This design comes from an exercise in tuning for small area and a short achievable clock period on the open sky130 flow, not from production work. Function was not checked in any run shown here: the RTL went through the layout flow alone. No activity file was given, so power comes from the tool's default toggle rates.

[config.mk]
export PLATFORM = sky130hd
export DESIGN_NAME = fft_16
export DESIGN_NICKNAME = fft_16
export VERILOG_FILES = /design/flow/design.v
export SDC_FILE = /design/flow/constraint.sdc
export NUM_CORES = 4
export LEC_CHECK = 0
export ABC_CLOCK_PERIOD_IN_PS = 2500
export CAP_MARGIN = 20
export CORE_MARGIN = 2
export CORE_UTILIZATION = 40
export SLEW_MARGIN = 20
[constraint.sdc]
create_clock -name core_clock -period 11.0 [get_ports {clk}]
set_input_delay 2.2000 -clock core_clock [delete_from_list [all_inputs] [get_ports {clk}]]
set_output_delay 2.2000 -clock core_clock [all_outputs]
set_load 0.01 [all_outputs]
[design.v]
module tf_multi (
    input  signed [11:0] a,
    input  signed [11:0] b,
    input  signed [13:0] a3,       
    input  signed [13:0] b3,       
    input         [47:0] sel,      
    output        [12:0] re_s,     
    output        [12:0] re_c,
    output               re_c8,    
    output        [12:0] im_s,
    output        [12:0] im_c,
    output               im_c8
);
    wire [4:0] c6 = sel[47:43], c3 = sel[42:38], c0 = sel[37:33];
    wire [4:0] s6 = sel[32:28], s3 = sel[27:23], s0 = sel[22:18];
    wire [2:0] ns = sel[17:15];
    wire [2:0] k_ra6 = sel[14:12], k_rb6 = sel[11:9], k_ib6 = sel[8:6],
               k_ia3 = sel[5:3],   k_ib3 = sel[2:0];
    function [21:0] row(input signed [11:0] x, input signed [13:0] x3,
                        input [3:0] m, input neg, input integer p, input [2:0] kc);
        reg signed [21:0] mv, xs, x3s;
        begin
            xs = x;
            x3s = x3;
            mv = ({22{m[0]}} & xs) | ({22{m[1]}} & (xs << 1))
               | ({22{m[2]}} & x3s) | ({22{m[3]}} & (xs << 2));
            row = neg ? ~(mv << p) : ((mv << p) | kc);
        end
    endfunction
    function [43:0] csa(input [21:0] x, input [21:0] y, input [21:0] z);
        csa = {x ^ y ^ z, ((x & y) | (x & z) | (y & z)) << 1};
    endfunction
    function [43:0] tree6(input [21:0] r0, input [21:0] r1, input [21:0] r2,
                          input [21:0] r3, input [21:0] r4, input [21:0] r5);
        reg [43:0] l1a, l1b, l2;
        begin
            l1a = csa(r0, r1, r2);
            l1b = csa(r3, r4, r5);
            l2  = csa(l1a[43:22], l1a[21:0], l1b[43:22]);
            tree6 = csa(l2[43:22], l2[21:0], l1b[21:0]);
        end
    endfunction
    wire [43:0] re_v = tree6(row(a, a3, c6[3:0], c6[4], 6, k_ra6),
                             row(a, a3, c3[3:0], c3[4], 3, 3'd0),
                             row(a, a3, c0[3:0], c0[4], 0, 3'd0),
                             row(b, b3, s6[3:0], s6[4], 6, k_rb6),
                             row(b, b3, s3[3:0], s3[4], 3, 3'd0),
                             row(b, b3, s0[3:0], s0[4], 0, 3'd0));
    wire [43:0] im_v = tree6(row(a, a3, s6[3:0], ns[2], 6, 3'd0),
                             row(a, a3, s3[3:0], ns[1], 3, k_ia3),
                             row(a, a3, s0[3:0], ns[0], 0, 3'd0),
                             row(b, b3, c6[3:0], c6[4], 6, k_ib6),
                             row(b, b3, c3[3:0], c3[4], 3, k_ib3),
                             row(b, b3, c0[3:0], c0[4], 0, 3'd0));
    wire [8:0] re_lo = re_v[29:22] + re_v[7:0];
    wire [8:0] im_lo = im_v[29:22] + im_v[7:0];
    assign re_s  = re_v[42:30];
    assign re_c  = re_v[20:8];
    assign re_c8 = re_lo[8];
    assign im_s  = im_v[42:30];
    assign im_c  = im_v[20:8];
    assign im_c8 = im_lo[8];
endmodule
module tf_dec (
    input  [2:0]  k,
    output [47:0] sel
);
    function [4:0] dg(input integer d);
        dg = {d < 0, (d == 4 || d == -4), (d == 3 || d == -3),
              (d == 2 || d == -2), (d == 1 || d == -1)};
    endfunction
    reg [47:0] t;
    always @(*) begin
        case (k)
            3'd1: t = {dg( 4), dg(-2), dg(-4), dg(1), dg( 4), dg( 2), 3'b111, 3'd2, 3'd0, 3'd5, 3'd0, 3'd0};
            3'd2: t = {dg( 3), dg(-1), dg(-3), dg(3), dg(-1), dg(-2), 3'b100, 3'd4, 3'd0, 3'd3, 3'd0, 3'd0};
            3'd3: t = {dg( 1), dg( 4), dg( 1), dg(4), dg(-2), dg(-3), 3'b100, 3'd2, 3'd0, 3'd1, 3'd0, 3'd0};
            3'd4: t = {dg( 0), dg( 0), dg( 0), dg(4), dg( 0), dg( 0), 3'b100, 3'd0, 3'd0, 3'd1, 3'd0, 3'd0};
            3'd5: t = {dg(-1), dg(-4), dg(-2), dg(4), dg(-2), dg(-3), 3'b100, 3'd0, 3'd5, 3'd0, 3'd4, 3'd0};
            3'd6: t = {dg(-3), dg( 1), dg( 2), dg(3), dg(-1), dg(-2), 3'b100, 3'd0, 3'd3, 3'd0, 3'd2, 3'd0};
            3'd7: t = {dg(-4), dg( 2), dg( 3), dg(1), dg( 4), dg( 2), 3'b111, 3'd0, 3'd1, 3'd0, 3'd0, 3'd4};
            default: t = 48'd0;
        endcase
    end
    assign sel = t;
endmodule
module tf_multi2 (
    input  signed [11:0] a,
    input  signed [11:0] b,
    input  signed [12:0] u,
    input  signed [12:0] v,
    input                w2,       
    input                w4,
    input                w6,
    output        [12:0] re_s,     
    output        [12:0] re_c,
    output               re_c8,    
    output        [12:0] im_s,
    output        [12:0] im_c,
    output               im_c8
);
    function [43:0] csa(input [21:0] x, input [21:0] y, input [21:0] z);
        csa = {x ^ y ^ z, ((x & y) | (x & z) | (y & z)) << 1};
    endfunction
    function [43:0] tree6(input [21:0] r0, input [21:0] r1, input [21:0] r2,
                          input [21:0] r3, input [21:0] r4, input [21:0] r5);
        reg [43:0] l1a, l1b, l2;
        begin
            l1a = csa(r0, r1, r2);
            l1b = csa(r3, r4, r5);
            l2  = csa(l1a[43:22], l1a[21:0], l1b[43:22]);
            tree6 = csa(l2[43:22], l2[21:0], l1b[21:0]);
        end
    endfunction
    wire signed [21:0] xr = w6 ? v : w2 ? u : 22'sd0;
    wire signed [21:0] xi = w6 ? ~u : w2 ? v : 22'sd0;
    wire signed [21:0] nu = ~u;
    wire signed [21:0] na = ~a;
    wire signed [21:0] su = u;
    wire signed [21:0] sv = v;
    wire signed [21:0] sb = b;
    wire signed [21:0] re_r0 = w2 ? su : w6 ? (sv <<< 1) : 22'sd0;
    wire signed [21:0] re_r5 = w2 ? sb : w4 ? (sb <<< 8) : 22'sd0;
    wire signed [21:0] im_r0 = w2 ? sv : w6 ? (nu <<< 1) : 22'sd256;
    wire signed [21:0] im_r5 = w2 ? na : w4 ? (na <<< 8) : 22'sd182;
    wire [21:0] im_r2 = (xi <<< 2) | {21'd0, w2};
    wire [43:0] re_v = tree6(xr <<< 7, xr <<< 5, xr <<< 4, xr <<< 2, re_r0, re_r5);
    wire [43:0] im_v = tree6(xi <<< 7, xi <<< 5, xi <<< 4, im_r2, im_r0, im_r5);
    wire [8:0] re_lo = re_v[29:22] + re_v[7:0];
    wire [8:0] im_lo = im_v[29:22] + im_v[7:0];
    assign re_s  = re_v[42:30];
    assign re_c  = re_v[20:8];
    assign re_c8 = re_lo[8];
    assign im_s  = im_v[42:30];
    assign im_c  = im_v[20:8];
    assign im_c8 = im_lo[8];
endmodule
module fft_16 (
    input                clk,
    input                rst_n,
    input                en,
    input  signed [11:0] sin_re,
    input  signed [11:0] sin_im,
    output signed [11:0] sout_re,
    output signed [11:0] sout_im
);
    function signed [11:0] sat13(input signed [12:0] x);
        sat13 = (x[12] ^ x[11]) ? {x[12], {11{~x[12]}}} : x[11:0];
    endfunction
    function signed [12:0] sx(input signed [11:0] x);
        sx = x;
    endfunction
    function [13:0] addsplit(input [12:0] a, input [12:0] b, input cin);
        reg [7:0] lo;
        reg [5:0] hi;
        begin
            lo = a[6:0] + b[6:0] + cin;
            hi = a[12:7] + b[12:7];
            addsplit = {hi, lo[7], lo[6:0]};
        end
    endfunction
    function signed [12:0] addjoin(input [13:0] p);
        addjoin = {p[13:8] + p[7], p[6:0]};
    endfunction
    reg [3:0] count;
    wire [3:0] count_n = (!rst_n || !en) ? 4'd0 : count + 4'd1;
    always @(posedge clk) count <= count_n;
    reg z1;             
    reg bf2;            
    reg p2;             
    reg [47:0] sel1;    
    reg w2r, w4r, w6r;  
    wire [47:0] sel1_n;
    tf_dec dec1 (.k(count_n[2:0] + 3'd1), .sel(sel1_n));
    always @(posedge clk) begin
        z1  <= (count_n[2:0] == 3'd0);
        bf2 <= (count_n[2:0] == 3'd0) | (count_n[2] & (count_n[1] | count_n[0]));
        p2  <= (count_n[1:0] == 2'd1) & ~count_n[2];
        sel1 <= sel1_n;
        w2r <= (count_n[1:0] == 2'd1);
        w4r <= (count_n[1:0] == 2'd2);
        w6r <= (count_n[1:0] == 2'd3);
    end
    reg [7:0] age;
    always @(posedge clk) age <= rst_n ? {age[6:0], 1'b1} : 8'd0;
    wire ok1 = age[7];      
    wire ok2 = age[3];      
    wire ok3 = age[1];      
    integer i;
    reg        [13:0] d1r0_re, d1r0_im;           
    reg signed [11:0] d1_re [1:7];
    reg signed [11:0] d1_im [1:7];
    reg        [13:0] s1_re, s1_im;               
    reg signed [13:0] p3_re, p3_im;               
    reg        [12:0] v1rs, v1rc, v1is, v1ic;     
    reg               v1r8, v1i8;
    wire signed [11:0] a1_re = ok1 ? d1_re[7] : 12'sd0;
    wire signed [11:0] a1_im = ok1 ? d1_im[7] : 12'sd0;
    wire [12:0] t1rs, t1rc, t1is, t1ic;
    wire        t1r8, t1i8;
    tf_multi tf1 (.a(d1_re[6]), .b(d1_im[6]), .a3(p3_re), .b3(p3_im),
                  .sel(sel1),
                  .re_s(t1rs), .re_c(t1rc), .re_c8(t1r8),
                  .im_s(t1is), .im_c(t1ic), .im_c8(t1i8));
    wire tw1 = ~count[3] & ~z1 & ok1;
    wire signed [12:0] s1a_re = (count[3] | z1) ? sx(a1_re) : tw1 ? v1rs : 13'sd0;
    wire signed [12:0] s1a_im = (count[3] | z1) ? sx(a1_im) : tw1 ? v1is : 13'sd0;
    wire signed [12:0] s1b_re = count[3] ? sx(sin_re) : tw1 ? v1rc : 13'sd0;
    wire signed [12:0] s1b_im = count[3] ? sx(sin_im) : tw1 ? v1ic : 13'sd0;
    wire [13:0] s1n_re = addsplit(s1a_re, s1b_re, tw1 & v1r8);
    wire [13:0] s1n_im = addsplit(s1a_im, s1b_im, tw1 & v1i8);
    wire signed [12:0] d1a_re = count[3] ? sx(a1_re) : 13'sd0;
    wire signed [12:0] d1a_im = count[3] ? sx(a1_im) : 13'sd0;
    wire signed [12:0] d1b_re = sx(sin_re) ^ {13{count[3]}};
    wire signed [12:0] d1b_im = sx(sin_im) ^ {13{count[3]}};
    wire [13:0] d1n_re = addsplit(d1a_re, d1b_re, count[3]);
    wire [13:0] d1n_im = addsplit(d1a_im, d1b_im, count[3]);
    always @(posedge clk) begin
        v1rs <= t1rs; v1rc <= t1rc; v1is <= t1is; v1ic <= t1ic;
        v1r8 <= t1r8; v1i8 <= t1i8;
        d1r0_re <= d1n_re;
        d1r0_im <= d1n_im;
        d1_re[1] <= sat13(addjoin(d1r0_re));
        d1_im[1] <= sat13(addjoin(d1r0_im));
        for (i = 2; i < 8; i = i + 1) begin
            d1_re[i] <= d1_re[i-1];
            d1_im[i] <= d1_im[i-1];
        end
        p3_re <= (d1_re[5] <<< 1) + d1_re[5];
        p3_im <= (d1_im[5] <<< 1) + d1_im[5];
        if (!rst_n) begin
            s1_re <= 14'd0; s1_im <= 14'd0;
        end else begin
            s1_re <= s1n_re;
            s1_im <= s1n_im;
        end
    end
    wire signed [11:0] y1_re = sat13(addjoin(s1_re));
    wire signed [11:0] y1_im = sat13(addjoin(s1_im));
    reg signed [12:0] d2r0_re, d2r0_im;
    reg signed [11:0] d2_re [1:3];
    reg signed [11:0] d2_im [1:3];
    reg signed [12:0] s2_re, s2_im;
    reg signed [12:0] u2, v2;                     
    reg        [12:0] v2rs, v2rc, v2is, v2ic;
    reg               v2r8, v2i8;
    wire signed [11:0] a2_re = ok2 ? d2_re[3] : 12'sd0;
    wire signed [11:0] a2_im = ok2 ? d2_im[3] : 12'sd0;
    wire [12:0] t2rs, t2rc, t2is, t2ic;
    wire        t2r8, t2i8;
    tf_multi2 tf2 (.a(d2_re[2]), .b(d2_im[2]), .u(u2), .v(v2),
                   .w2(w2r), .w4(w4r), .w6(w6r),
                   .re_s(t2rs), .re_c(t2rc), .re_c8(t2r8),
                   .im_s(t2is), .im_c(t2ic), .im_c8(t2i8));
    wire tw2 = ~bf2 & ~p2 & ok2;
    wire signed [12:0] s2a_re = (bf2 | p2) ? sx(a2_re) : tw2 ? v2rs : 13'sd0;
    wire signed [12:0] s2a_im = (bf2 | p2) ? sx(a2_im) : tw2 ? v2is : 13'sd0;
    wire signed [12:0] s2b_re = bf2 ? sx(y1_re) : tw2 ? v2rc : 13'sd0;
    wire signed [12:0] s2b_im = bf2 ? sx(y1_im) : tw2 ? v2ic : 13'sd0;
    wire signed [12:0] s2n_re = s2a_re + s2b_re + (tw2 & v2r8);
    wire signed [12:0] s2n_im = s2a_im + s2b_im + (tw2 & v2i8);
    wire signed [12:0] d2a_re = bf2 ? sx(a2_re) : 13'sd0;
    wire signed [12:0] d2a_im = bf2 ? sx(a2_im) : 13'sd0;
    wire signed [12:0] d2b_re = sx(y1_re) ^ {13{bf2}};
    wire signed [12:0] d2b_im = sx(y1_im) ^ {13{bf2}};
    wire signed [12:0] d2n_re = d2a_re + d2b_re + bf2;
    wire signed [12:0] d2n_im = d2a_im + d2b_im + bf2;
    always @(posedge clk) begin
        v2rs <= t2rs; v2rc <= t2rc; v2is <= t2is; v2ic <= t2ic;
        v2r8 <= t2r8; v2i8 <= t2i8;
        d2r0_re <= d2n_re;
        d2r0_im <= d2n_im;
        d2_re[1] <= sat13(d2r0_re);
        d2_im[1] <= sat13(d2r0_im);
        d2_re[2] <= d2_re[1]; d2_im[2] <= d2_im[1];
        d2_re[3] <= d2_re[2]; d2_im[3] <= d2_im[2];
        u2 <= d2_re[1] + d2_im[1];
        v2 <= d2_im[1] - d2_re[1];
        if (!rst_n) begin
            s2_re <= 13'd0; s2_im <= 13'd0;
        end else begin
            s2_re <= s2n_re;
            s2_im <= s2n_im;
        end
    end
    wire signed [11:0] y2_re = sat13(s2_re);
    wire signed [11:0] y2_im = sat13(s2_im);
    reg signed [12:0] d3r0_re, d3r0_im;
    reg signed [11:0] d3_re, d3_im;
    reg signed [12:0] s3_re, s3_im;
    wire signed [11:0] a3_re = ok3 ? d3_re : 12'sd0;
    wire signed [11:0] a3_im = ok3 ? d3_im : 12'sd0;
    wire c1 = count[1], c0 = count[0];
    wire nc1 = ~count[1], nc0 = ~count[0];
    wire signed [12:0] s3a_re = (c1 & c0) ? sx(a3_im) : sx(a3_re);
    wire signed [12:0] s3a_im = (c1 & c0) ? ~sx(a3_re) : sx(a3_im);
    wire signed [12:0] s3n_re = s3a_re + (c1 ? 13'sd0 : sx(y2_re));
    wire signed [12:0] s3n_im = s3a_im + (c1 ? 13'sd0 : sx(y2_im)) + (c1 & c0);
    wire signed [12:0] d3n_re = (c1 ? 13'sd0 : sx(a3_re)) + (sx(y2_re) ^ {13{nc1}}) + nc1;
    wire signed [12:0] d3n_im = (c1 ? 13'sd0 : sx(a3_im)) + (sx(y2_im) ^ {13{nc1}}) + nc1;
    always @(posedge clk) begin
        d3r0_re <= d3n_re;
        d3r0_im <= d3n_im;
        d3_re <= sat13(d3r0_re);
        d3_im <= sat13(d3r0_im);
        if (!rst_n) begin
            s3_re <= 13'd0; s3_im <= 13'd0;
        end else begin
            s3_re <= s3n_re;
            s3_im <= s3n_im;
        end
    end
    wire signed [11:0] y3_re = sat13(s3_re);
    wire signed [11:0] y3_im = sat13(s3_im);
    reg signed [12:0] d4r_re, d4r_im;
    reg signed [11:0] s4_re, s4_im;
    wire signed [11:0] a4_re = sat13(d4r_re);
    wire signed [11:0] a4_im = sat13(d4r_im);
    wire signed [12:0] s4n_re = sx(a4_re) + (c0 ? 13'sd0 : sx(y3_re));
    wire signed [12:0] s4n_im = sx(a4_im) + (c0 ? 13'sd0 : sx(y3_im));
    wire signed [12:0] d4n_re = (c0 ? 13'sd0 : sx(a4_re)) + (sx(y3_re) ^ {13{nc0}}) + nc0;
    wire signed [12:0] d4n_im = (c0 ? 13'sd0 : sx(a4_im)) + (sx(y3_im) ^ {13{nc0}}) + nc0;
    always @(posedge clk) begin
        if (!rst_n) begin
            d4r_re <= 13'd0; d4r_im <= 13'd0;
            s4_re <= 12'd0;  s4_im <= 12'd0;
        end else begin
            d4r_re <= d4n_re;
            d4r_im <= d4n_im;
            s4_re <= sat13(s4n_re);
            s4_im <= sat13(s4n_im);
        end
    end
    assign sout_re = s4_re;
    assign sout_im = s4_im;
endmodule
[flow/run.sh]
#!/bin/bash
set -euo pipefail
export SETUP_SLACK_MARGIN=7.5
export SETUP_MOVE_SEQUENCE=unbuffer,sizeup,swap,clone,split
bash standard.sh > make_standard.log 2>&1
[standard.sh]
#!/bin/bash
# synth_recipe.tcl (not shown) runs the flow's synth.tcl, then flattens the netlist and writes it again
# the make line also repeats each setting of config.mk as NAME=value (left out here)
make -C /OpenROAD-flow-scripts/flow DESIGN_CONFIG=/design/flow/config.mk WORK_HOME=/design/flow/orfs CLKGATE_MAP_FILE= SYNTH_SCRIPT=/design/flow/synth_recipe.tcl "${@:-finish}"
==> summary.md, run 1 <==
| Metric | Value |
|---|---|
| Ys flop type | dfxtp_1 |
| Core ar. | between 100000 and 150000 um^2 |
| Final setup fails | 0 |
| Synth Register Bits | 667 |
| Routed wire length | 111 mm |
| Hold buffers post-CTS | 0 |
| Critical Path Max Stage Delay | 0.41 ns |
| Setup TNS | 0 ns |
| Slowest cell on the critical path | fa_2 |
| Async set-reset flop share out of synthesis | 0 |
| Vias per inst | 5.31 |
| Port Buffer Count | 50 |
| # rows | between 100 and 150 |
| DP Worst Slack | ~6.4 ns |
| Max Fclk | 0.226 GHz |
| Maxcap violations | 0 |
| Syn_area_per_cell | between 9 and 10 um^2 |
| Total grt overflow | 0 |
| Io pins | 51 |
| CTS clock-pin slew for the worst setup and hold paths | around 0.060 ns |
| Worst vdd ir | roughly 0.16 mV |
| Sequential fraction of the synthesis area | 0.325 |
| Share of cells above drive strength 1 | 0.109 |
| Syn Inst Count | 4267 |
| Syn nets | 4913 |
| GPL Wtd Cong | 0.936 |
| Hold Vio Cnt, Final | 0 |
| Die area | 105000 um^2 |
| Layout Nets | a little under 5000 |
| Die Y | between 300 and 400 um |
| Final ANT Viol Nets | 0 |
| Worst-margin pin slew | about 1.0 ns |
| Mapped Area | between 40000 and 50000 um^2 |
| Dominant cell type by area after synthesis | dfxtp_1 |
| H-tree level count | 3 |
| CTS sink cnt | 667 |
| Slew Viols, Final | 0 |
| Clk_skew | 0.0239 ns |
| Die W | ~320 um |
| CTS Root Cell | clkbuf_16 |
| Synth top area share | 0.325 |
| CTS tree | yes |
| DP HPWL | between 80 and 90 mm |
| # DRC | 0 |
| Largest net degree at the start of global routing | 79 |
| RSZ-0062 raised after global routing | yes |
| Distinct cells, synth | between 90 and 100 |
| Num CTS Buffers | 77 |
| Post-synth EDFFs | 0 |
| Fillcell total | 9603 |
| Run status | complete, no violations |
| Router iterations before antenna repair | 7 |
| Static leakage | 0.0214 uW |
| Reg area | approximately 13000 um^2 |
| Critical path capture point type | register |
| Maximum buffer depth of the clock tree | 3 |
| Pwr Total | roughly 11000 uW |
| Final core occ | 0.463 |
| Area grow syn2layout | 14.9% |
| Worst path required time | 11.54 ns |
| Vias in the first global route | roughly 30000 |
| Hold Path Class | reg2reg |
| CP cell instances | ha_4 -> and3_4 -> and3_4 -> xor2_4 -> ha_4 -> and2_4 -> a221oi_4 -> o21ai_2 -> fa_2 -> fa_2 -> a21o_1 -> a21oi_2 -> o21bai_1 -> a2111o_1 -> a41oi_2 -> o21ai_1 -> xor2_1 -> and2_1 |
| Max FO, Critical Path | 6 |
| Synth area leaders | dfxtp_1 33%, fa_1 14%, ha_1 10% |
| Period minus WS final | around 4.4 ns |
| Crit path kind | reg2reg |
| Starting Density | 0.403 |
| Initial antenna violation count | 0 |
| Wire per inst | roughly 20 um |
| R2R Setup Slk | approximately 6.6 ns |
| Setup slack after layout | 6.58 ns |
| Slew margin rel. | 0.310 |
| CP startpoint kind | register |
| Via Count | 30100 |
| Detailed Route Iter0 Violations | between 2000 and 2500 |
| Clock latency on the worst-skew pair | roughly 0.66 ns |
| Global Route Usage Sum | 0.212 |
| Multi-input gate area | approximately 27000 um^2 |
| Crit path DAT | around 5 ns |
| Period utilisation layout | 0.402 |
| Pwr per Cell Area | approximately 240 nW/um^2 |
| Yosys warnings | 12 |
| Global-route wire length before repair | around 170 mm |
-- state kept, by name, summed over array words and instances, names as in the netlist, 19 cells and up --
| signal | count |
|---|---|
| d1_im | 83 |
| d1_re | 83 |
| d2_im | 36 |
| d2_re | 36 |
| sel1 | 19 |
-- cells in the mapped netlist (31+ instances only) --
master / count
a21oi_1: 170
a22oi_1: 47
nand2b_1: 39
nor2_1: 151
and3_1: 62
ha_1: 339
dfxtp_1: 667
xor2_1: 141
a22o_1: 56
fa_1: 280
clkbuf_1: 181
a222oi_1: 52
nand3_1: 57
nand2_1: 357
xnor2_1: 237
o21ai_0: 177
o21a_1: 56
nor3_1: 50
nor2b_1: 73
inv_1: 348
a21boi_0: 82
mux2i_1: 31
and2_1: 137
a21o_1: 119
-- per-stage QoR --
| step | instance area (um^2) | cells | hold WS (ns) |
|---|---|---|---|
| floorplan | 41300 | 4267 | 0.310 |
| global placement | 42800 | 5495 | 0.310 |
| detailed placement | 42800 | 5495 | 0.312 |
| CTS | 46600 | 5661 | 0.312 |
| global route | 47100 | 5670 | 0.322 |
| finish | 47100 | 5672 | 0.318 |
-- metal layers --
| layer | global-route usage | vias up | part of all wire |
|---|---|---|---|
| met5 | 0 | - | 0 |
| met4 | 0.0739 | 0 | 0.035 |
| met3 | 0.0371 | 197 | 0.064 |
| met2 | 0.348 | 915 | 0.46 |
| met1 | 0.281 | 14600 | 0.44 |
| li1 | - | 14400 | - |
-- power breakdown --
group	total [uW]	internal (uW)	leakage [uW]	switching [uW]
Sequential	3700	3120	0.00558	581
Clock	2810	1700	0.00134	1110
Combinational	4600	2050	0.0145	2550
Total	11100	6880	0.0214	4230
-- layout by cell type (no fill, tap or decap), types with 16 or more instances in the layout --
cell type	count
a21oi_2	31
o21ai_0	145
a22oi_1	46
and2_1	133
o21bai_1	28
or2_2	21
a31oi_1	22
o21ai_1	30
nor2_1	143
and3_1	60
nand3_1	57
nand2_1	352
a221oi_1	16
inv_1	334
xnor2_1	228
a21oi_1	144
o21a_1	56
nor3_1	50
dfxtp_1	633
a222oi_1	52
dfxtp_2	24
ha_1	321
fa_1	263
a21boi_0	74
xor2_1	131
a21o_1	118
buf_4	22
a22o_1	53
clkbuf_16	79
maj3_1	21
nor2b_1	70
mux2i_1	30
nand2b_1	38
fa_2	17
dlygate4sd2_1	19
-- worst max-delay path: cells and delay by family, from the launching register on --
kind                     cells  cell delay (ns)
AND/OR/NAND/NOR              4             0.72
flip-flops                   1             0.35
adder cells (fa/ha/maj)      4             1.18
AO/OA/AOI/OAI                8             1.69
XOR/XNOR                     2             0.37
-- cell type report --
class	instances	share of cell area
timing repair buffer	102	0.0272
timing repair inverter	6	0.000637
inverter	351	0.0286
clock inverter	50	0.0157
clock buffer	92	0.0436
tap	1368	0.0363
multi-input combinational	3034	0.563
sequential	667	0.285
antenna	2	0.000106
-- path summary, 6_finish.rpt --
path,startpoint,endpoint,cells past startpoint
max,s1_re[8],s2_re[12],18
min,d1_im[4][6],d1_im[5][6],0
max reg2reg,s1_re[8],s2_re[12],18
min reg2reg,d1_im[4][6],d1_im[5][6],0
-- logic make-up (layout without fill, tap and decap cells) --
family / Yosys count / count (layout) / share of synthesized area
compound gates: 970 / 973 / 0.166
xor+xnor: 379 / 380 / 0.0811
fa+ha+maj: 643 / 643 / 0.246
buf+inv: 575 / 601 / 0.0533
flops: 667 / 667 / 0.325
mux: 36 / 36 / 0.00894
other cells: 0 / 2 / 0
simple gates: 997 / 1002 / 0.119
-- repair_timing --
item                                    in CTS  in global routing
endpoints found under the setup margin     225                129
pin swaps                                   52                 80
buffers inserted                             6                  2
resized for setup                          207                112
gates cloned                                18                  7
==> inputs of run 2 (changes only) <==
--- a/design.v
+++ b/design.v
@@ -151,16 +151,11 @@
         sx = x;
     endfunction
-    function [13:0] addsplit(input [12:0] a, input [12:0] b, input cin);
-        reg [7:0] lo;
-        reg [5:0] hi;
+    function signed [12:0] addc(input [12:0] a, input [12:0] b, input ci);
+        reg [13:0] t;
         begin
-            lo = a[6:0] + b[6:0] + cin;
-            hi = a[12:7] + b[12:7];
-            addsplit = {hi, lo[7], lo[6:0]};
+            t = {a, 1'b1} + {b, ci};
+            addc = t[13:1];
         end
     endfunction
-    function signed [12:0] addjoin(input [13:0] p);
-        addjoin = {p[13:8] + p[7], p[6:0]};
-    endfunction
     reg [3:0] count;
     wire [3:0] count_n = (!rst_n || !en) ? 4'd0 : count + 4'd1;
@@ -188,8 +183,8 @@
     wire ok3 = age[1];      
     integer i;
-    reg        [13:0] d1r0_re, d1r0_im;           
+    reg signed [12:0] d1r0_re, d1r0_im;           
     reg signed [11:0] d1_re [1:7];
     reg signed [11:0] d1_im [1:7];
-    reg        [13:0] s1_re, s1_im;               
+    reg signed [12:0] s1_re, s1_im;               
     reg signed [13:0] p3_re, p3_im;               
     reg        [12:0] v1rs, v1rc, v1is, v1ic;     
@@ -208,12 +203,12 @@
     wire signed [12:0] s1b_re = count[3] ? sx(sin_re) : tw1 ? v1rc : 13'sd0;
     wire signed [12:0] s1b_im = count[3] ? sx(sin_im) : tw1 ? v1ic : 13'sd0;
-    wire [13:0] s1n_re = addsplit(s1a_re, s1b_re, tw1 & v1r8);
-    wire [13:0] s1n_im = addsplit(s1a_im, s1b_im, tw1 & v1i8);
+    wire signed [12:0] s1n_re = addc(s1a_re, s1b_re, tw1 & v1r8);
+    wire signed [12:0] s1n_im = addc(s1a_im, s1b_im, tw1 & v1i8);
     wire signed [12:0] d1a_re = count[3] ? sx(a1_re) : 13'sd0;
     wire signed [12:0] d1a_im = count[3] ? sx(a1_im) : 13'sd0;
     wire signed [12:0] d1b_re = sx(sin_re) ^ {13{count[3]}};
     wire signed [12:0] d1b_im = sx(sin_im) ^ {13{count[3]}};
-    wire [13:0] d1n_re = addsplit(d1a_re, d1b_re, count[3]);
-    wire [13:0] d1n_im = addsplit(d1a_im, d1b_im, count[3]);
+    wire signed [12:0] d1n_re = addc(d1a_re, d1b_re, count[3]);
+    wire signed [12:0] d1n_im = addc(d1a_im, d1b_im, count[3]);
     always @(posedge clk) begin
         v1rs <= t1rs; v1rc <= t1rc; v1is <= t1is; v1ic <= t1ic;
@@ -221,6 +216,6 @@
         d1r0_re <= d1n_re;
         d1r0_im <= d1n_im;
-        d1_re[1] <= sat13(addjoin(d1r0_re));
-        d1_im[1] <= sat13(addjoin(d1r0_im));
+        d1_re[1] <= sat13(d1r0_re);
+        d1_im[1] <= sat13(d1r0_im);
         for (i = 2; i < 8; i = i + 1) begin
             d1_re[i] <= d1_re[i-1];
@@ -230,5 +225,5 @@
         p3_im <= (d1_im[5] <<< 1) + d1_im[5];
         if (!rst_n) begin
-            s1_re <= 14'd0; s1_im <= 14'd0;
+            s1_re <= 13'd0; s1_im <= 13'd0;
         end else begin
             s1_re <= s1n_re;
@@ -236,6 +231,6 @@
         end
     end
-    wire signed [11:0] y1_re = sat13(addjoin(s1_re));
-    wire signed [11:0] y1_im = sat13(addjoin(s1_im));
+    wire signed [11:0] y1_re = sat13(s1_re);
+    wire signed [11:0] y1_im = sat13(s1_im);
     reg signed [12:0] d2r0_re, d2r0_im;
     reg signed [11:0] d2_re [1:3];
@@ -258,12 +253,12 @@
     wire signed [12:0] s2b_re = bf2 ? sx(y1_re) : tw2 ? v2rc : 13'sd0;
     wire signed [12:0] s2b_im = bf2 ? sx(y1_im) : tw2 ? v2ic : 13'sd0;
-    wire signed [12:0] s2n_re = s2a_re + s2b_re + (tw2 & v2r8);
-    wire signed [12:0] s2n_im = s2a_im + s2b_im + (tw2 & v2i8);
+    wire signed [12:0] s2n_re = addc(s2a_re, s2b_re, tw2 & v2r8);
+    wire signed [12:0] s2n_im = addc(s2a_im, s2b_im, tw2 & v2i8);
     wire signed [12:0] d2a_re = bf2 ? sx(a2_re) : 13'sd0;
     wire signed [12:0] d2a_im = bf2 ? sx(a2_im) : 13'sd0;
     wire signed [12:0] d2b_re = sx(y1_re) ^ {13{bf2}};
     wire signed [12:0] d2b_im = sx(y1_im) ^ {13{bf2}};
-    wire signed [12:0] d2n_re = d2a_re + d2b_re + bf2;
-    wire signed [12:0] d2n_im = d2a_im + d2b_im + bf2;
+    wire signed [12:0] d2n_re = addc(d2a_re, d2b_re, bf2);
+    wire signed [12:0] d2n_im = addc(d2a_im, d2b_im, bf2);
     always @(posedge clk) begin
         v2rs <= t2rs; v2rc <= t2rc; v2is <= t2is; v2ic <= t2ic;
@@ -296,7 +291,7 @@
     wire signed [12:0] s3a_im = (c1 & c0) ? ~sx(a3_re) : sx(a3_im);
     wire signed [12:0] s3n_re = s3a_re + (c1 ? 13'sd0 : sx(y2_re));
-    wire signed [12:0] s3n_im = s3a_im + (c1 ? 13'sd0 : sx(y2_im)) + (c1 & c0);
-    wire signed [12:0] d3n_re = (c1 ? 13'sd0 : sx(a3_re)) + (sx(y2_re) ^ {13{nc1}}) + nc1;
-    wire signed [12:0] d3n_im = (c1 ? 13'sd0 : sx(a3_im)) + (sx(y2_im) ^ {13{nc1}}) + nc1;
+    wire signed [12:0] s3n_im = addc(s3a_im, c1 ? 13'sd0 : sx(y2_im), c1 & c0);
+    wire signed [12:0] d3n_re = addc(c1 ? 13'sd0 : sx(a3_re), sx(y2_re) ^ {13{nc1}}, nc1);
+    wire signed [12:0] d3n_im = addc(c1 ? 13'sd0 : sx(a3_im), sx(y2_im) ^ {13{nc1}}, nc1);
     always @(posedge clk) begin
         d3r0_re <= d3n_re;
@@ -319,6 +314,6 @@
     wire signed [12:0] s4n_re = sx(a4_re) + (c0 ? 13'sd0 : sx(y3_re));
     wire signed [12:0] s4n_im = sx(a4_im) + (c0 ? 13'sd0 : sx(y3_im));
-    wire signed [12:0] d4n_re = (c0 ? 13'sd0 : sx(a4_re)) + (sx(y3_re) ^ {13{nc0}}) + nc0;
-    wire signed [12:0] d4n_im = (c0 ? 13'sd0 : sx(a4_im)) + (sx(y3_im) ^ {13{nc0}}) + nc0;
+    wire signed [12:0] d4n_re = addc(c0 ? 13'sd0 : sx(a4_re), sx(y3_re) ^ {13{nc0}}, nc0);
+    wire signed [12:0] d4n_im = addc(c0 ? 13'sd0 : sx(a4_im), sx(y3_im) ^ {13{nc0}}, nc0);
     always @(posedge clk) begin
         if (!rst_n) begin
==> summary.md, run 2 <==
| Metric | Value |
|---|---|
| Slew Viols, Final | 0 (unchanged) |
| Via Count | 30800 (+2.3%) |
| RSZ-0062 raised after global routing | yes |
| CTS Root Cell | clkbuf_16 |
| Synth Area in Simple Gates | 0.124 (+0.00511) |
| XOR/XNOR share of the synthesized area | 0.0803 (-0.000752) |
| Post-place instance area | 42900 um^2 (+0.18%) |
| Slowest cell on the critical path | fa_1 |
| Critical path capture point type | register |
| Synth area leaders | dfxtp_1 32%, fa_1 13%, ha_1 11% |
| Initial antenna violation count | 3 (+3) |
| Yosys warnings | 12 (unchanged) |
| Distinct cells, synth | 95 (+1.1%) |
| Worst-margin pin slew | 1.01 ns (-0.0211 ns) |
| Syn nets | 4971 (+1.2%) |
| Hold Vio Cnt, Final | 0 (unchanged) |
| # DRC | 0 (unchanged) |
| Slew margin rel. | 0.325 (+0.0157) |
| Io pins | 51 (unchanged) |
| CTS sink cnt | 663 (-0.60%) |
| Hold buffers post-CTS | 0 (unchanged) |
| Area grow syn2layout | 16.2% |
| Share of cells above drive strength 1 | 0.114 (+0.00465) |
| Largest net degree at the start of global routing | 64 (-19%) |
| Final setup fails | 0 (unchanged) |
| CTS clock-pin slew for the worst setup and hold paths | 0.06 ns (about the same) |
| Ys flop type | dfxtp_1 |
| Wire per inst | 19.9 um (+1.1%) |
| Synth Register Bits | 663 (-0.60%) |
| # rows | 117 (unchanged) |
| Mux cell area share after synthesis | 0.00928 (+0.000344) |
| Crit path kind | reg2reg |
| Max FO, Critical Path | 27 (+21) |
| Pwr per Cell Area | 242 nW/um^2 (+2.6%) |
| Post-Synth Adder-Cell Area | 0.245 (-0.000912) |
| # diodes | 0 (-2) |
| CP startpoint kind | register |
| Largest family of logic cells by synthesized area | adder cells |
| Maxcap violations | 0 (unchanged) |
| Syn Inst Count | 4331 (+1.5%) |
| Crit path DAT | 4.61 ns (-0.36 ns) |
| Syn_area_per_cell | 9.46 um^2 (-1.6%) |
| Global Route Usage Sum | 0.214 (+0.00191) |
| Port Buffer Count | 50 (unchanged) |
| Commonest cells in the netlist | 663 x dfxtp_1, 350 x ha_1, 345 x inv_1 |
| Async set-reset flop share out of synthesis | 0 (unchanged) |
| Hold WS | 0.308 ns (-0.00943 ns) |
| Hold Path Class | reg2reg |
| Setup slack after layout | 6.92 ns (+0.340 ns) |
| Router iterations before antenna repair | 9 (+2) |
| Synth top area share | 0.324 (-0.00167) |
| Synth Area in Compound Gates | 0.165 (-0.00132) |
| Dominant cell type by area after synthesis | dfxtp_1 |
| DP Worst Slack | 5.99 ns (-0.393 ns) |
| Period minus WS final | 4.08 ns (-0.340 ns) |
| Core ar. | 102000 um^2 (unchanged) |
| Run status | complete, no violations |
| CTS tree | yes |
| Die W | 324 um (about the same) |
| Most common library cell in the layout ignoring fill and taps | dfxtp_1 |
| Static leakage | 0.0216 uW (+0.60%) |
| Maximum buffer depth of the clock tree | 3 (unchanged) |
| Critical Path Max Stage Delay | 0.51 ns (+0.10 ns) |
| Vias in the first global route | 30100 (+1.2%) |
| Sequential fraction of the synthesis area | 0.324 (-0.00167) |
| Max Fclk | 0.245 GHz (+8.3%) |
| Die Y | 324 um (about the same) |
| Top flop regs | d1_im x83, d1_re x83 |
| Starting Density | 0.403 (about the same) |
| Clk_skew | 0.0253 ns (+0.00140 ns) |
| CP cell instances | buf_12 -> a22o_1 -> a221oi_2 -> xnor2_1 -> fa_1 -> inv_1 -> fa_1 -> fa_1 -> inv_1 -> ha_1 -> nor2b_4 -> o2111a_1 -> a311o_1 -> a21o_1 -> a2111oi_4 -> a21oi_1 |
| Vias per inst | 5.36 (+0.94%) |
| Global-route wire length before repair | 174 mm (+1.8%) |
| Mapped Area | 41000 um^2 (about the same) |
| Design Area, Final | 47600 um^2 (+1.0%) |
| H-tree level count | 3 (unchanged) |
| Period utilisation layout | 0.371 (-0.0309) |
| Worst vdd ir | 0.141 mV (-13%) |
| Worst path required time | 11.53 ns (about the same) |
| Die area | 105000 um^2 (about the same) |
| Setup TNS | 0 ns (unchanged) |
| Layout Nets | 4962 (+1.6%) |
| CP dominant cell by count | fa_1 |
| Routed wire length | 114 mm (+2.4%) |
| Num CTS Buffers | 76 (-1.3%) |
| Total grt overflow | 0 (unchanged) |
| Final ANT Viol Nets | 0 (unchanged) |
| Clock latency on the worst-skew pair | 0.67 ns (about the same) |
| Detailed Route Iter0 Violations | 2579 (+4.2%) |
| DP HPWL | 81.1 mm (+0.45%) |
| Post-synth EDFFs | 0 (unchanged) |
| Most frequent cell after synthesis | dfxtp_1 |
| GPL Wtd Cong | 0.910 (-2.7%) |
| Most frequent cells in the layout | 635 x dfxtp_1, 335 x nand2_1, 334 x inv_1 |
[run 2: cell count changes in the layout (fill, tap and decap cells not counted), sizes merged, moves of 25 or more]
cell    previous run  this run
a21o             120       145
xor2             141       109
clkbuf            94       127
a21oi            177       237
and2             139        68
xnor2            239       267
o21a              56        24
nor2             154       238
a21boi            83        58
[run 2: critical path, delay by kind of cell, from the launching register on]
family                   cells  cell delay [ns]
adder cells (fa/ha/maj)      4             1.74
flip-flops                   1             0.33
XOR/XNOR                     1             0.13
AND/OR/NAND/NOR              1             0.13
buffers and inverters        3             0.26
AO/OA/AOI/OAI                7             1.36
[run 2: power breakdown]
group / leakage (uW) / switching, uW / internal, uW / total, uW
clock network: 0.00136 / 1110 / 1670 / 2780
logic: 0.0147 / 2700 / 2220 / 4920
registers: 0.00555 / 663 / 3160 / 3820
total: 0.0216 / 4470 / 7040 / 11500
[run 2: kinds of logic (layout without fill, tap and decap cells)]
| logic type | count (synthesis) | count (layout) |
|---|---|---|
| AO/OA/AOI/OAI | 987 | 989 |
| XOR/XNOR | 376 | 376 |
| adder cells (fa/ha/maj) | 653 | 653 |
| buffers and inverters | 562 | 604 |
| flip-flops | 663 | 663 |
| multiplexers | 37 | 38 |
| AND/OR/NAND/NOR | 1053 | 1058 |
[run 2: area by class of cell]
cell class / count / area [um^2]
Multi-Input combinational cell: 3114 / 26900
Timing Repair Buffer: 113 / 1440
Inverter: 350 / 1360
Clock buffer: 101 / 2170
Tap cell: 1368 / 1710
Fill cell: 9536 / 54100
Clock inverter: 36 / 634
Timing Repair inverter: 4 / 22.5
Sequential cell: 663 / 13300
[run 2: worst paths after layout]
| check | endpoint | cells past startpoint | slack (ns) | from |
|---|---|---|---|---|
| worst max-delay path | v1i8 | 16 | 6.92 | sel1[35] |
| worst min-delay path | d1_im[5][3] | 0 | 0.31 | d1_im[4][3] |
| worst max register to register | v1i8 | 16 | 6.92 | sel1[35] |
| worst min register to register | d1_im[5][3] | 0 | 0.31 | d1_im[4][3] |
[run 2: timing repair]
action | 4_1_cts | 5_1_grt
setup buffers | 6 | 5
resized for setup | 185 | 199
setup endpoints to repair | 213 | 127
pin swaps | 35 | 82
cloned | 15 | 15
[run 2: per-layer routing]
metal | wire, um | GRT usage | part of all wire | up-vias
li1 | - | - | - | 14800
met1 | 51600 | 0.298 | 0.45 | 14900
met2 | 51800 | 0.338 | 0.45 | 917
met3 | 7460 | 0.0361 | 0.065 | 187
met4 | 3300 | 0.0659 | 0.029 | 0
met5 | 0 | 0 | 0 | -
[run 2: per-stage QoR]
stage / total power, uW / cells / util
6_report: 11500 / 5749 / 0.468
5_1_grt: 12400 / 5749 / 0.468
4_1_cts: 11300 / 5728 / 0.458
3_5_place_dp: 8460 / 5570 / 0.422
3_3_place_gp: 8410 / 5570 / 0.422
2_1_floorplan: 7060 / 4331 / -
==> inputs of run 3 (changes only) <==
--- a/design.v
+++ b/design.v
@@ -151,11 +151,4 @@
         sx = x;
     endfunction
-    function signed [12:0] addc(input [12:0] a, input [12:0] b, input ci);
-        reg [13:0] t;
-        begin
-            t = {a, 1'b1} + {b, ci};
-            addc = t[13:1];
-        end
-    endfunction
     reg [3:0] count;
     wire [3:0] count_n = (!rst_n || !en) ? 4'd0 : count + 4'd1;
@@ -199,16 +192,19 @@
                   .im_s(t1is), .im_c(t1ic), .im_c8(t1i8));
     wire tw1 = ~count[3] & ~z1 & ok1;
-    wire signed [12:0] s1a_re = (count[3] | z1) ? sx(a1_re) : tw1 ? v1rs : 13'sd0;
-    wire signed [12:0] s1a_im = (count[3] | z1) ? sx(a1_im) : tw1 ? v1is : 13'sd0;
-    wire signed [12:0] s1b_re = count[3] ? sx(sin_re) : tw1 ? v1rc : 13'sd0;
-    wire signed [12:0] s1b_im = count[3] ? sx(sin_im) : tw1 ? v1ic : 13'sd0;
-    wire signed [12:0] s1n_re = addc(s1a_re, s1b_re, tw1 & v1r8);
-    wire signed [12:0] s1n_im = addc(s1a_im, s1b_im, tw1 & v1i8);
-    wire signed [12:0] d1a_re = count[3] ? sx(a1_re) : 13'sd0;
-    wire signed [12:0] d1a_im = count[3] ? sx(a1_im) : 13'sd0;
-    wire signed [12:0] d1b_re = sx(sin_re) ^ {13{count[3]}};
-    wire signed [12:0] d1b_im = sx(sin_im) ^ {13{count[3]}};
-    wire signed [12:0] d1n_re = addc(d1a_re, d1b_re, count[3]);
-    wire signed [12:0] d1n_im = addc(d1a_im, d1b_im, count[3]);
+    wire signed [12:0] add1_re = sx(a1_re) + sx(sin_re);
+    wire signed [12:0] add1_im = sx(a1_im) + sx(sin_im);
+    wire signed [12:0] s1a_re = z1 ? sx(a1_re) : tw1 ? v1rs : 13'sd0;
+    wire signed [12:0] s1a_im = z1 ? sx(a1_im) : tw1 ? v1is : 13'sd0;
+    wire signed [12:0] s1b_re = tw1 ? v1rc : 13'sd0;
+    wire signed [12:0] s1b_im = tw1 ? v1ic : 13'sd0;
+    wire signed [12:0] m1_re = s1a_re + s1b_re + (tw1 & v1r8);
+    wire signed [12:0] m1_im = s1a_im + s1b_im + (tw1 & v1i8);
+    wire signed [12:0] s1n_re = count[3] ? add1_re : m1_re;
+    wire signed [12:0] s1n_im = count[3] ? add1_im : m1_im;
+    wire signed [12:0] d1a_re = count[3] ? ~sx(a1_re) : 13'sd0;
+    wire signed [12:0] d1a_im = count[3] ? ~sx(a1_im) : 13'sd0;
+    wire signed [12:0] d1n_re = d1a_re + sx(sin_re);
+    wire signed [12:0] d1n_im = d1a_im + sx(sin_im);
+    reg d1c;
     always @(posedge clk) begin
         v1rs <= t1rs; v1rc <= t1rc; v1is <= t1is; v1ic <= t1ic;
@@ -216,6 +212,7 @@
         d1r0_re <= d1n_re;
         d1r0_im <= d1n_im;
-        d1_re[1] <= sat13(d1r0_re);
-        d1_im[1] <= sat13(d1r0_im);
+        d1c <= count[3];
+        d1_re[1] <= sat13(d1r0_re ^ {13{d1c}});
+        d1_im[1] <= sat13(d1r0_im ^ {13{d1c}});
         for (i = 2; i < 8; i = i + 1) begin
             d1_re[i] <= d1_re[i-1];
@@ -253,12 +250,12 @@
     wire signed [12:0] s2b_re = bf2 ? sx(y1_re) : tw2 ? v2rc : 13'sd0;
     wire signed [12:0] s2b_im = bf2 ? sx(y1_im) : tw2 ? v2ic : 13'sd0;
-    wire signed [12:0] s2n_re = addc(s2a_re, s2b_re, tw2 & v2r8);
-    wire signed [12:0] s2n_im = addc(s2a_im, s2b_im, tw2 & v2i8);
+    wire signed [12:0] s2n_re = s2a_re + s2b_re + (tw2 & v2r8);
+    wire signed [12:0] s2n_im = s2a_im + s2b_im + (tw2 & v2i8);
     wire signed [12:0] d2a_re = bf2 ? sx(a2_re) : 13'sd0;
     wire signed [12:0] d2a_im = bf2 ? sx(a2_im) : 13'sd0;
     wire signed [12:0] d2b_re = sx(y1_re) ^ {13{bf2}};
     wire signed [12:0] d2b_im = sx(y1_im) ^ {13{bf2}};
-    wire signed [12:0] d2n_re = addc(d2a_re, d2b_re, bf2);
-    wire signed [12:0] d2n_im = addc(d2a_im, d2b_im, bf2);
+    wire signed [12:0] d2n_re = d2a_re + d2b_re + bf2;
+    wire signed [12:0] d2n_im = d2a_im + d2b_im + bf2;
     always @(posedge clk) begin
         v2rs <= t2rs; v2rc <= t2rc; v2is <= t2is; v2ic <= t2ic;
@@ -291,7 +288,7 @@
     wire signed [12:0] s3a_im = (c1 & c0) ? ~sx(a3_re) : sx(a3_im);
     wire signed [12:0] s3n_re = s3a_re + (c1 ? 13'sd0 : sx(y2_re));
-    wire signed [12:0] s3n_im = addc(s3a_im, c1 ? 13'sd0 : sx(y2_im), c1 & c0);
-    wire signed [12:0] d3n_re = addc(c1 ? 13'sd0 : sx(a3_re), sx(y2_re) ^ {13{nc1}}, nc1);
-    wire signed [12:0] d3n_im = addc(c1 ? 13'sd0 : sx(a3_im), sx(y2_im) ^ {13{nc1}}, nc1);
+    wire signed [12:0] s3n_im = s3a_im + (c1 ? 13'sd0 : sx(y2_im)) + (c1 & c0);
+    wire signed [12:0] d3n_re = (c1 ? 13'sd0 : sx(a3_re)) + (sx(y2_re) ^ {13{nc1}}) + nc1;
+    wire signed [12:0] d3n_im = (c1 ? 13'sd0 : sx(a3_im)) + (sx(y2_im) ^ {13{nc1}}) + nc1;
     always @(posedge clk) begin
         d3r0_re <= d3n_re;
@@ -314,6 +311,6 @@
     wire signed [12:0] s4n_re = sx(a4_re) + (c0 ? 13'sd0 : sx(y3_re));
     wire signed [12:0] s4n_im = sx(a4_im) + (c0 ? 13'sd0 : sx(y3_im));
-    wire signed [12:0] d4n_re = addc(c0 ? 13'sd0 : sx(a4_re), sx(y3_re) ^ {13{nc0}}, nc0);
-    wire signed [12:0] d4n_im = addc(c0 ? 13'sd0 : sx(a4_im), sx(y3_im) ^ {13{nc0}}, nc0);
+    wire signed [12:0] d4n_re = (c0 ? 13'sd0 : sx(a4_re)) + (sx(y3_re) ^ {13{nc0}}) + nc0;
+    wire signed [12:0] d4n_im = (c0 ? 13'sd0 : sx(a4_im)) + (sx(y3_im) ^ {13{nc0}}) + nc0;
     always @(posedge clk) begin
         if (!rst_n) begin
==> summary.md, run 3 <==
| Metric | Value |
|---|---|
| Slowest cell on the critical path | fa_1 |
| Dominant cell type by area after synthesis | dfxtp_1 |
| Worst-margin pin slew | 1.01 ns (+0.000301 ns) |
| CTS clock-pin slew for the worst setup and hold paths | 0.06 ns (about the same) |
| Synth area leaders | dfxtp_1 32%, fa_1 13%, ha_1 11% |
| CTS Root Cell | clkbuf_16 |
| # rows | 117 (unchanged) |
| Clock latency on the worst-skew pair | 0.66 ns (about the same) |
| Worst reg2reg path depth | 13 (-3) |
| Internal power | 6880 uW (-2.3%) |
| CP dominant cell by count | fa_1 |
| Crit path buffers/inverters | 5 (+2) |
| Port Buffer Count | 50 (unchanged) |
| Slew margin rel. | 0.319 (-0.00640) |
| Static leakage | 0.0216 uW (about the same) |
| Wire per inst | 19.7 um (-0.69%) |
| Share of cells above drive strength 1 | 0.113 (-0.00107) |
| Critical path capture point type | register |
| Distinct cells, synth | 80 (-16%) |
| H-tree level count | 3 (unchanged) |
| Most common library cell in the layout ignoring fill and taps | dfxtp_1 |
| Routed wire length | 114 mm (-0.22%) |
| Via Count | 31100 (+0.94%) |
| Mapped Area | 41400 um^2 (+0.96%) |
| Hold Path Class | reg2reg |
| Die area | 106000 um^2 (+0.95%) |
| Max Fclk | 0.279 GHz (+14%) |
| Synth top area share | 0.321 (-0.00259) |
| Hold depth | 0 (unchanged) |
| CP cell instances | buf_12 -> clkinvlp_4 -> nor2_4 -> buf_6 -> nand2_4 -> o21ai_4 -> inv_2 -> fa_1 -> inv_1 -> fa_1 -> fa_1 -> ha_1 -> a21o_1 |
| Die W | 326 um (+0.47%) |
| CP startpoint kind | register |
| Design Area, Final | 48200 um^2 (+1.3%) |
| Detailed Route Iter0 Violations | 2650 (+2.8%) |
| Router iterations before antenna repair | 12 (+3) |
| Critical path's top delay family | adder cells |
| Post-synth EDFFs | 0 (unchanged) |
| Most frequent cells in the layout | 637 x dfxtp_1, 332 x inv_1, 316 x ha_1 |
| Sequential fraction of the synthesis area | 0.321 (-0.00259) |
| Most frequent cell after synthesis | dfxtp_1 |
| Yosys warnings | 12 (unchanged) |
| Hold buffers post-CTS | 0 (unchanged) |
| Slew Viols, Final | 0 (unchanged) |
| Switching share of total power | 0.378 (-0.0105) |
| Critical Path Max Stage Delay | 0.53 ns (+0.02 ns) |
| Power share of the clock group | 0.250 (+0.009) |
| Clk_skew | 0.0370 ns (+0.0117 ns) |
| Largest net degree at the start of global routing | 57 (-11%) |
| Io pins | 51 (unchanged) |
| Global-route wire length before repair | 175 mm (+0.42%) |
| Crit path kind | reg2reg |
| Syn Inst Count | 4341 (+0.23%) |
| Initial antenna violation count | 5 (+2) |
| Area grow syn2layout | 16.6% |
| Worst path required time | 11.53 ns (about the same) |
| Sw Pwr | 4180 uW (-6.5%) |
| Hold Vio Cnt, Final | 0 (unchanged) |
| Layout Nets | 5009 (+0.95%) |
| DP HPWL | 81.0 mm (-0.14%) |
| Critical path depth in cells | 13 (-3) |
| Period minus WS final | 3.58 ns (-0.500 ns) |
| Vias in the first global route | 30800 (+2.4%) |
| Period utilisation layout | 0.326 (-0.0455) |
| Commonest cells in the netlist | 664 x dfxtp_1, 359 x ha_1, 350 x inv_1 |
| Async set-reset flop share out of synthesis | 0 (unchanged) |
| Pwr per Cell Area | 229 nW/um^2 (-5.2%) |
| Core ar. | 102000 um^2 (+0.43%) |
| Combinational power share | 0.420 (-0.007) |
| CTS tree | yes |
| Final setup fails | 0 (unchanged) |
| Num CTS Buffers | 77 (+1.3%) |
| Setup TNS | 0 ns (unchanged) |
| Crit path DAT | 4.11 ns (-0.50 ns) |
| Maximum buffer depth of the clock tree | 3 (unchanged) |
| GPL Wtd Cong | 0.910 (about the same) |
| Starting Density | 0.405 (+0.00211) |
| Maxcap violations | 0 (unchanged) |
| Flop pwr share | 0.330 (about the same) |
| Syn_area_per_cell | 9.53 um^2 (+0.73%) |
| Synth Register Bits | 664 (+0.15%) |
| Final ANT Viol Nets | 0 (unchanged) |
| Post-place instance area | 43400 um^2 (+1.1%) |
| Worst vdd ir | 0.137 mV (-3.0%) |
| Max FO, Critical Path | 7 (-74%) |
| Vias per inst | 5.38 (+0.47%) |
| Syn nets | 5005 (+0.68%) |
| RSZ-0062 raised after global routing | yes |
| Run status | complete, no violations |
| Die Y | 326 um (+0.47%) |
| Ys flop type | dfxtp_1 |
| Top flop regs | d1_im x83, d1_re x83 |
| # DRC | 0 (unchanged) |
| Global Route Usage Sum | 0.208 (-0.00542) |
| Total grt overflow | 0 (unchanged) |
| CTS sink cnt | 664 (+0.15%) |
==> run 3: changes by cell type in the layout (fill, tap and decap cells not counted), moves of 18 or more <==
cell | before | now
and2_1 | 65 | 122
nand2_1 | 335 | 287
a21o_1 | 145 | 117
and3_1 | 71 | 44
nor2_1 | 226 | 252
nand3_1 | 72 | 47
a21boi_0 | 54 | 35
a21oi_1 | 203 | 185
==> run 3: layout make-up <==
class | count | area [um^2]
fillers | 9708 | 53900
multi-input cells | 3116 | 27400
flip-flops and latches | 664 | 13300
clock buffers | 97 | 2120
well taps | 1368 | 1710
repair buffers | 125 | 1660
inverters | 355 | 1370
clock inverters | 42 | 623
repair inverters | 6 | 30.0
diodes | 3 | 7.51
==> run 3: worst paths after layout <==
path / startpoint / to / slack [ns]
min reg2reg: d1_re[1][8] / d1_re[2][8] / 0.31
max: sel1[45] / v2i8 / 7.42
max reg2reg: sel1[45] / v2i8 / 7.42
min: d1_re[1][8] / d1_re[2][8] / 0.31
==> run 3: power groups by stage <==
stage          sequential, uW  combinational, uW  clock (uW)
2_1_floorplan            3400               3370           0
3_3_place_gp             3670               4320           0
3_5_place_dp             3670               4380           0
4_1_cts                  3630               4500        2830
5_1_grt                  3700               5280        2930
6_report                 3650               4650        2770
==> run 3: stage by stage <==
stage	power, uW	util	hold WS, ns	setup slack (ns)	instances
floorplan	6770	-	0.310	7.14	4341
global placement	8000	0.425	0.310	6.31	5584
detailed placement	8050	0.425	0.312	6.28	5584
CTS	11000	0.463	0.310	7.38	5754
global route	11900	0.472	0.320	7.31	5773
finish	11100	0.472	0.312	7.42	5776
==> run 3: what timing repair did <==
item,4_1_cts,5_1_grt
pin swaps,35,105
gates cloned,20,14
gates resized for setup,215,181
endpoints found under the setup margin,215,102
setup buffers,11,5
endpoints found under the hold margin,0,0
==> run 3: cells by family after synthesis <==
family | synth area share
compound gates | 0.164
xor+xnor | 0.0817
fa+ha+maj | 0.251
buf+inv | 0.0516
flops | 0.321
mux | 0.0103
simple gates | 0.120
==> run 3: per-layer routing <==
metal / track usage / wire length, um
met1: 0.268 / 48300
met2: 0.347 / 53300
met3: 0.0426 / 8100
met4: 0.0721 / 4250
met5: 0 / 13
==> inputs of run 4 (changes only) <==
==> flow/run.sh (replaced) <==
#!/bin/bash
set -euo pipefail
export SETUP_SLACK_MARGIN=7.25
export SETUP_MOVE_SEQUENCE=unbuffer,sizeup,swap,clone,split
bash standard.sh > make_standard.log 2>&1
==> summary.md, run 4 <==
| Metric | Value |
|---|---|
| Met1 usage | 0.269 (+0.00116) |
| Yosys warnings | 12 (unchanged) |
| CTS tree | yes |
| CP startpoint kind | register |
| Ys flop type | dfxtp_1 |
| Run status | complete, no violations |
| Combinational power share | 0.419 (about the same) |
| Die Y | 326 um (unchanged) |
| Routed wire length | 115 mm (+1.1%) |
| Design Area, Final | 46800 um^2 (-2.9%) |
| Clock latency on the worst-skew pair | 0.66 ns (about the same) |
| Core ar. | 102000 um^2 (unchanged) |
| Most common library cell in the layout ignoring fill and taps | dfxtp_1 |
| Hold Path Sink | d1_re[3][3] |
| Worst reg2reg path depth | 11 (-2) |
| Max Fclk | 0.271 GHz (-2.9%) |
| Worst vdd ir | 0.185 mV (+35%) |
| Maximum buffer depth of the clock tree | 3 (unchanged) |
| Async set-reset flop share out of synthesis | 0 (unchanged) |
| Post-place instance area | 43200 um^2 (-0.37%) |
| HP Start | d1_re[2][3] |
| Largest net degree at the start of global routing | 89 (+56%) |
| GR peak layer | met2 |
| Final core occ | 0.458 (-0.0138) |
| Critical path's top delay family | buffers and inverters |
| Slew margin rel. | 0.316 (-0.00274) |
| Sw Pwr | 4120 uW (-1.4%) |
| Period minus WS final | 3.69 ns (+0.106 ns) |
| Internal power | 6620 uW (-3.8%) |
| Reg-to-Reg End | v1r8 |
| Via Count | 31000 (-0.48%) |
| Global Route Usage Sum | 0.209 (+0.000729) |
| Max FO, Critical Path | 1 (-6) |
| Hold Path Class | reg2reg |
| Share of cells above drive strength 1 | 0.0796 (-0.0332) |
| Num CTS Buffers | 72 (-6.5%) |
| Final ANT Viol Nets | 0 (unchanged) |
| DP HPWL | 84.5 mm (+4.3%) |
| Layout Nets | 4977 (-0.64%) |
| R2R Setup Slk | 7.35 ns (-0.07 ns) |
| # rows | 117 (unchanged) |
| RR Startpoint | d1_re[6][4] |
| Slew Viols, Final | 0 (unchanged) |
| Synth area leaders | dfxtp_1 32%, fa_1 13%, ha_1 11% |
| Worst-margin pin slew | 1.02 ns (+0.0134 ns) |
| Initial antenna violation count | 11 (+6) |
| CP cell instances | clkdlybuf4s50_1 |
| GPL Wtd Cong | 0.893 (-1.9%) |
| Sequential fraction of the synthesis area | 0.321 (unchanged) |
| Power share of the clock group | 0.239 (-0.011) |
| Crit path buffers/inverters | 1 (-4) |
| Fillcell total | 9861 (+1.6%) |
| Die area | 106000 um^2 (unchanged) |
| Starting Density | 0.405 (unchanged) |
| CTS clock-pin slew for the worst setup and hold paths | 0.06 ns (about the same) |
| Hold Vio Cnt, Final | 0 (unchanged) |
| Setup TNS | 0 ns (unchanged) |
| H-tree level count | 3 (unchanged) |
| Final setup fails | 0 (unchanged) |
| Grt met2 use | 0.355 (+0.00749) |
| Grt met3 use | 0.0282 (-0.0144) |
| Die W | 326 um (unchanged) |
| Distinct cells, synth | 80 (unchanged) |
| Critical path capture point type | primary output |
| Crit path kind | reg2out |
| CTS Root Cell | clkbuf_16 |
| Flop pwr share | 0.342 (+0.012) |
| # DRC | 0 (unchanged) |
| Pwr per Cell Area | 229 nW/um^2 (about the same) |
| Hold depth | 0 (unchanged) |
| Io pins | 51 (unchanged) |
| RSZ-0062 raised after global routing | no |
| CTS sink cnt | 664 (unchanged) |
| Commonest cells in the netlist | 664 x dfxtp_1, 359 x ha_1, 350 x inv_1 |
| Most frequent cells in the layout | 648 x dfxtp_1, 343 x inv_1, 340 x ha_1 |
| Critical Path Max Stage Delay | 0.53 ns (about the same) |
| Synth top area share | 0.321 (unchanged) |
| Wire per inst | 20.1 um (+1.7%) |
| Syn_area_per_cell | 9.53 um^2 (unchanged) |
| Router iterations before antenna repair | 13 (+1) |
| Vias per inst | 5.39 (+0.15%) |
| Total grt overflow | 0 (unchanged) |
| Static leakage | 0.0211 uW (-2.4%) |
| Area grow syn2layout | 13.2% |
| Vias in the first global route | 30200 (-2.1%) |
| Synth Register Bits | 664 (unchanged) |
| Port Buffer Count | 50 (unchanged) |
| Switching share of total power | 0.384 (+0.00591) |
| Most frequent cell after synthesis | dfxtp_1 |
| Crit path DAT | 1.49 ns (-2.62 ns) |
| Detailed Route Iter0 Violations | 2464 (-7.0%) |
| Maxcap violations | 0 (unchanged) |
| Syn nets | 5005 (unchanged) |
| Post-synth EDFFs | 0 (unchanged) |
| Pwr Total | 10700 uW (-2.9%) |
| Dominant cell type by area after synthesis | dfxtp_1 |
| Period utilisation layout | 0.335 (+0.00966) |
| Worst path required time | 8.80 ns (-2.73 ns) |
| Top flop regs | d1_im x83, d1_re x83 |
| Slowest cell on the critical path | clkdlybuf4s50_1 |
| Syn Inst Count | 4341 (unchanged) |
| Mapped Area | 41400 um^2 (unchanged) |
| Global-route wire length before repair | 174 mm (-0.67%) |
| Clk_skew | 0.0388 ns (+0.00176 ns) |
[run 4: worst max-delay path by stage]
stage | to | depth (start not counted) | from | slack, ns
floorplan | d1r0_re[10] | 10 | sin_re[0] | 7.14
global placement | s1_im[12] | 11 | sin_im[0] | 6.32
detailed placement | d1r0_re[10] | 10 | sin_re[1] | 6.32
CTS | s3_re[12] | 7 | rst_n | 7.15
global route | v1r8 | 11 | d1_re[6][4] | 7.24
finish | sout_re[6] | 1 | s4_re[6] | 7.31
[run 4: power by group through the flow]
stage          Combinational (uW)  Clock [uW]  Sequential (uW)
6_report                     4500        2570             3680
5_1_grt                      5120        2710             3720
3_5_place_dp                 4400           0             3710
3_3_place_gp                 4340           0             3710
4_1_cts                      4460        2630             3660
2_1_floorplan                3350           0             3390
[run 4: cells by family (layout without fill, tap and decap cells)]
logic type	Yosys count	after routing	share of synthesized area
simple gates	1029	1032	0.120
compound gates	982	983	0.164
fa+ha+maj	671	671	0.251
flops	664	664	0.321
buf+inv	567	593	0.0516
xor+xnor	386	386	0.0817
mux	42	42	0.0103
other cells	0	1	0
[run 4: layout make-up]
cell class | count | area, um^2 | area share
antenna | 1 | 2.50 | 0.0000534
clock buffer | 90 | 1930 | 0.0412
clock inverter | 42 | 599 | 0.0128
inverter | 355 | 1350 | 0.0287
multi-input combinational | 3114 | 26600 | 0.569
sequential | 664 | 13300 | 0.285
tap | 1368 | 1710 | 0.0365
timing repair buffer | 103 | 1250 | 0.0268
timing repair inverter | 3 | 15.0 | 0.000321
[run 4: repair_timing]
action | CTS | global route
hold buffers | 0 | 0
gates resized for setup | 64 | 117
pin swaps | 10 | 23
setup endpoints to repair | 119 | 91
setup buffers | 3 | 5
cloned | 4 | 12
[run 4: worst reg2reg max path, cell delays in order, from the launching register on]
cell	delay (ns)
dfxtp_1	0.72
a22o_1	0.25
a221oi_2	0.06
xnor2_2	0.18
fa_1	0.52
fa_1	0.52
fa_1	0.49
inv_1	0.04
ha_1	0.27
or3_1	0.34
o21ai_0	0.09
a21oi_1	0.05
[run 4: per-layer routing]
| layer | up-vias | share of wire |
|---|---|---|
| met2 | 1003 | 0.48 |
| met1 | 14900 | 0.42 |
| li1 | 14800 | - |
| met5 | - | 0.00020 |
| met3 | 227 | 0.063 |
| met4 | 4 | 0.042 |
[run 4: metrics by stage]
stage,cells,setup slack (ns),hold WS (ns)
CTS,5722,7.15,0.327
global placement,5583,6.32,0.310
floorplan,4341,7.14,0.310
finish,5740,7.31,0.326
global route,5739,7.24,0.331
detailed placement,5583,6.32,0.312

afterwards: timing with drivers on the ports:
The flow's constraints put no driver on any port. The routed layouts listed below were extracted and timed again, unchanged, in two steps.
Step 1 sets driving cells, clkbuf_16 on the clock port and buf_2 on the other inputs (assumed; they add their load-dependent delay and slew).
Step 2 also shifts input and output timing later by t, the mid clock arrival at the registers, as if the neighbouring blocks saw the same clock.
a / b / c = ideal / step 1 / step 2; a / b = the first two.
run | t, ns | setup WS [ns] | worst setup path after step 2 | cell pins on the clock port's net
run 1 | 0.718 | 6.578 / 6.578 / 6.578 | register to register | 1
run 2 | 0.723 | 6.919 / 6.919 / 6.821 | input to register | 1
run 3 | 0.715 | 7.419 / 7.419 / 6.798 | input to register | 1
run 4 | 0.708 | 7.313 / 7.244 / 6.697 | input to register | 1
After both steps setup and hold are still met in every run listed. The setup slack of run 3, which loses most, moves by 0.000 ns with the drivers and by -0.621 ns with both steps.
